From an optimization exercise on the open Yosys and OpenROAD flow, aimed at small area and a short achievable clock period; shortcuts taken in it are not production practice.
RTL that was checked went through simulation tests only; none was proved equivalent to the original.
No driver is modelled on the clock port, so clock power and skew are understated where the tree is cut down; a real chip needs a root buffer or a tree.
Power figures rest on the tool's default switching activity, not on a simulated workload.

==> inputs of juniper <==
Design MBF, start of the top module:
module MBF(clk, reset, x_valid, x_in, y_valid, z_valid, y, z);
clock: 12.0 ns
lec_check: 0
cap_margin: 20
core_margin: 2
core_utilization: 65
slew_margin: 20
synth_hierarchical: 1
standard.sh (not shown) runs the stock make flow with config.mk's settings and CLKGATE_MAP_FILE= SYNTH_SCRIPT=/design/flow/synth_recipe.tcl, a recipe that flattens the netlist after the stock synthesis.
==> flow/flow/run.sh <==
#!/bin/bash
set -e
here=$(cd "$(dirname "$0")" && pwd)
export BUFFER_PORTS_ARGS="-buffer_cell sky130_fd_sc_hd__buf_2"
export POST_SYNTH_TCL="$here/post_synth.tcl"
export CTS_ARGS="-sink_clustering_enable -repair_clock_nets -dont_use_dummy_load"
bash standard.sh > standard.log 2>&1
==> flow/flow/post_synth.tcl <==
# The delay line's polarity-flipping next-state cells come out of ABC at drive
# strength 2; they drive one flip-flop each and are far from critical.
foreach inst [get_cells *] {
  set m [get_property $inst ref_name]
  if {$m eq "sky130_fd_sc_hd__o2bb2ai_2"} {
    replace_cell $inst sky130_fd_sc_hd__o2bb2ai_1
  } elseif {$m eq "sky130_fd_sc_hd__a2bb2oi_2"} {
    replace_cell $inst sky130_fd_sc_hd__a2bb2oi_1
  }
}
==> inputs of maple, as changes to juniper <==
==> flow/flow/run.sh (replaced) <==
#!/bin/bash
set -e
here=$(cd "$(dirname "$0")" && pwd)
export BUFFER_PORTS_ARGS="-buffer_cell sky130_fd_sc_hd__buf_2"
export POST_SYNTH_TCL="$here/post_synth.tcl"
export CTS_ARGS="-sink_clustering_enable -repair_clock_nets -dont_use_dummy_load -sink_clustering_size 32 -sink_clustering_max_diameter 100 -sink_clustering_buffer sky130_fd_sc_hd__clkbuf_16"
bash standard.sh > standard.log 2>&1
==> inputs of yarrow, as changes to juniper <==
==> flow/flow/run.sh (replaced) <==
#!/bin/bash
set -e
export BUFFER_PORTS_ARGS="-buffer_cell sky130_fd_sc_hd__buf_2"
bash standard.sh > standard.log 2>&1
CORE_UTILIZATION = 40   (was 65)
removed: flow/flow/post_synth.tcl
==> summary.txt <==
Register-to-register slack is about the same in maple and yarrow. Routed wire length: yarrow > juniper > maple. In yarrow the core utilization is lower than in maple, by 25 points. Via count: juniper is higher than maple (about 0.9%). In juniper the sequential share of layout area is higher than in yarrow, by 2.0 points. The lowest global-route usage belongs to yarrow, the highest to juniper. Between yarrow and maple, the lower first-iteration DRC count is in yarrow (gap 7.7%, measured against maple). Die area is the same in juniper and maple.
==> figures <==
                                                              yarrow     juniper       maple
Static leakage                                                5.25 nW     5.07 nW     4.92 nW
# nets final                                                     1101        1100        1088
Internal power contribution                                   1.72 mW     1.60 mW     1.43 mW
Placed insts                                                     1188        1030        1030
Final Hold Slack                                             0.352 ns    0.357 ns    0.362 ns
Clock Skews                                                 0.0145 ns   0.0239 ns   0.0553 ns
Post-place instance area                                   0.0119 mm²  0.0114 mm²  0.0114 mm²
Endpoint of the worst setup timing path                       y_valid     z_valid     z_valid
Setup WS post-layout                                          8.64 ns     8.66 ns     8.67 ns
Met1 capacity usage during global routing                       0.225       0.371       0.376
Status                               no timing/DRC/antenna violations  no timing/DRC/antenna violations  no timing/DRC/antenna violations
Half-perimeter wire length after detailed placement           17.3 mm     16.6 mm     16.6 mm
Starting utilization of the core area                           0.407       0.663       0.663
Data arrival time at the worst-slack endpoint                 0.96 ns     0.94 ns     0.93 ns
Logic depth of the worst register-to-register path                  9           5           8
Layout cell share with drive strength beyond 1                  0.146      0.0757      0.0622
Destination of the worst register-to-register timing path      z_r[5]       po8_1      y_r[4]
Share of cell area taken by multi-input logic gates             0.530       0.537       0.551
No run of this note included a check of the RTL's function; only the layout flow was run.

---

==> run D: inputs <==
MBF, a different RTL version from the one above (not shown whole).
## MBF
module MBF(clk, reset, x_valid, x_in, y_valid, z_valid, y, z);
Settings: LEC_CHECK=0, CAP_MARGIN=20, CORE_MARGIN=2, CORE_UTILIZATION=75, SLEW_MARGIN=20, SYNTH_HIERARCHICAL=1; clock period 12.0 ns.
==> flow/flow/run.sh <==
#!/bin/bash
set -e
here=$(cd "$(dirname "$0")" && pwd)
export BUFFER_PORTS_ARGS="-buffer_cell sky130_fd_sc_hd__buf_2"
export POST_SYNTH_TCL="$here/post_synth.tcl"
export CTS_ARGS="-sink_clustering_enable -repair_clock_nets -dont_use_dummy_load -sink_clustering_size 32 -sink_clustering_max_diameter 100 -sink_clustering_buffer sky130_fd_sc_hd__clkbuf_16"
export POST_CTS_TCL="$here/post_cts.tcl"
bash standard.sh > standard.log 2>&1
==> flow/flow/post_cts.tcl <==
set block [ord::get_db_block]
foreach inst [$block getInsts] {
  if {[$inst getName] ne "clkbuf_0_clk"} { continue }
  set in_net [[$inst findITerm A] getNet]
  set out_net [[$inst findITerm X] getNet]
  set loads {}
  foreach it [$out_net getITerms] {
    if {[$it getInst] ne $inst} { lappend loads $it }
  }
  if {[llength $loads] > 4} {
    puts "post_cts: root buffer drives [llength $loads] loads, kept"
    break
  }
  foreach it $loads {
    $it disconnect
    $it connect $in_net
  }
  [$inst findITerm A] disconnect
  [$inst findITerm X] disconnect
  odb::dbInst_destroy $inst
  odb::dbNet_destroy $out_net
  puts "post_cts: removed root buffer, clock port drives [llength $loads] buffers"
}
estimate_parasitics -placement
report_clock_min_period
==> flow/flow/post_synth.tcl <==
# The delay line's polarity-flipping next-state cells come out of ABC at drive
# strength 2; they drive one flip-flop each and are far from critical.
foreach inst [get_cells *] {
  set m [get_property $inst ref_name]
  if {$m eq "sky130_fd_sc_hd__o2bb2ai_2"} {
    replace_cell $inst sky130_fd_sc_hd__o2bb2ai_1
  } elseif {$m eq "sky130_fd_sc_hd__a2bb2oi_2"} {
    replace_cell $inst sky130_fd_sc_hd__a2bb2oi_1
  }
}
==> inputs of run A, as changes to run D <==
==> flow/flow/run.sh (replaced) <==
#!/bin/bash
set -e
here=$(cd "$(dirname "$0")" && pwd)
export BUFFER_PORTS_ARGS="-buffer_cell sky130_fd_sc_hd__buf_2"
export POST_SYNTH_TCL="$here/post_synth.tcl"
export CTS_ARGS="-sink_clustering_enable -repair_clock_nets -dont_use_dummy_load -sink_clustering_size 24 -sink_clustering_max_diameter 80 -sink_clustering_buffer sky130_fd_sc_hd__clkbuf_16"
export POST_CTS_TCL="$here/post_cts.tcl"
bash standard.sh > standard.log 2>&1
- CORE_UTILIZATION: 75 -> 65
==> summary.txt <==
- Synthesized area is the same in run A and run D.
- Against run D, the worst hold slack of run A is worse by 0.018 ns.
- Maximum frequency is about the same in run A and run D.
- Between run A and run D, the lower sequential share of layout area is in run A (gap 0.35 points).
- Clock power: run A is higher than run D (about 9%).
- Sequential power is about the same in run A and run D.
- In run A the wire length is higher than in run D, by about 0.33%.
- Between run A and run D, the lower count of clock-buffer cells in the layout is in run D (gap 2).
- Against run A, the die area of run D is smaller by 13%.
==> figures <==
metric                                                                              run D           run A
Run status                                                                 finished clean  finished clean
Layout-to-synthesis area ratio                                                     1.059x          1.069x
Final design area excluding fillers                                            0.0113 mm²      0.0114 mm²
Total half-perimeter wirelength after legalization and detailed placement         15.7 mm         15.9 mm
Highest clock rate                                                                313 MHz         313 MHz
Detail Route met2 WL                                                              9.79 mm         9.53 mm
Plain + repair buffers                                                                 30              31
Seq/total area                                                                      0.374           0.371
Static power due to leakage                                                       4.70 nW         4.73 nW
Final period demand of the worst path                                             3.20 ns         3.20 ns
Net total in the final layout                                                       1,043           1,046
Core Util, Final                                                                    0.815           0.714
Post-Route WL                                                                     20.7 mm         20.8 mm
Non-filler instance count after layout                                                971           1,010
Global-route total usage across every layer                                         0.292           0.252
Multi-input combinational area share                                                0.542           0.538
Total number of vias                                                                5,973           5,929
Layout cells sized above 1                                                         0.0657          0.0693
Initial core utilization                                                            0.770           0.668

==> what the ideal ports hide <==
The flow's constraints put no driver on any port. The routed layouts listed below were extracted and timed again, unchanged, in two steps.
Step 1, drivers: a clkbuf_16 drives clk and a buf_2 each remaining input, both assumed.
Step 2 also shifts input and output timing later by t, the mid clock arrival at the registers, as if the neighbouring blocks saw the same clock.
a / b / c = ideal / step 1 / step 2; a / b = the first two.
| run | t (ns) | setup WS [ns] | clock arrival spread, ns |
|---|---|---|---|
| juniper | 0.530 | 8.664 / 8.618 / 8.894 | 0.024 / 0.025 |
| maple | 0.499 | 8.675 / 8.627 / 8.871 | 0.056 / 0.056 |
| yarrow | 0.553 | 8.635 / 8.589 / 8.864 | 0.017 / 0.016 |
| run D | 0.372 | 8.801 / 8.771 / 8.801 | 0.060 / 0.060 |
| run A | 0.379 | 8.803 / 8.753 / 8.803 | 0.036 / 0.036 |
After both steps setup and hold are still met in every run listed.
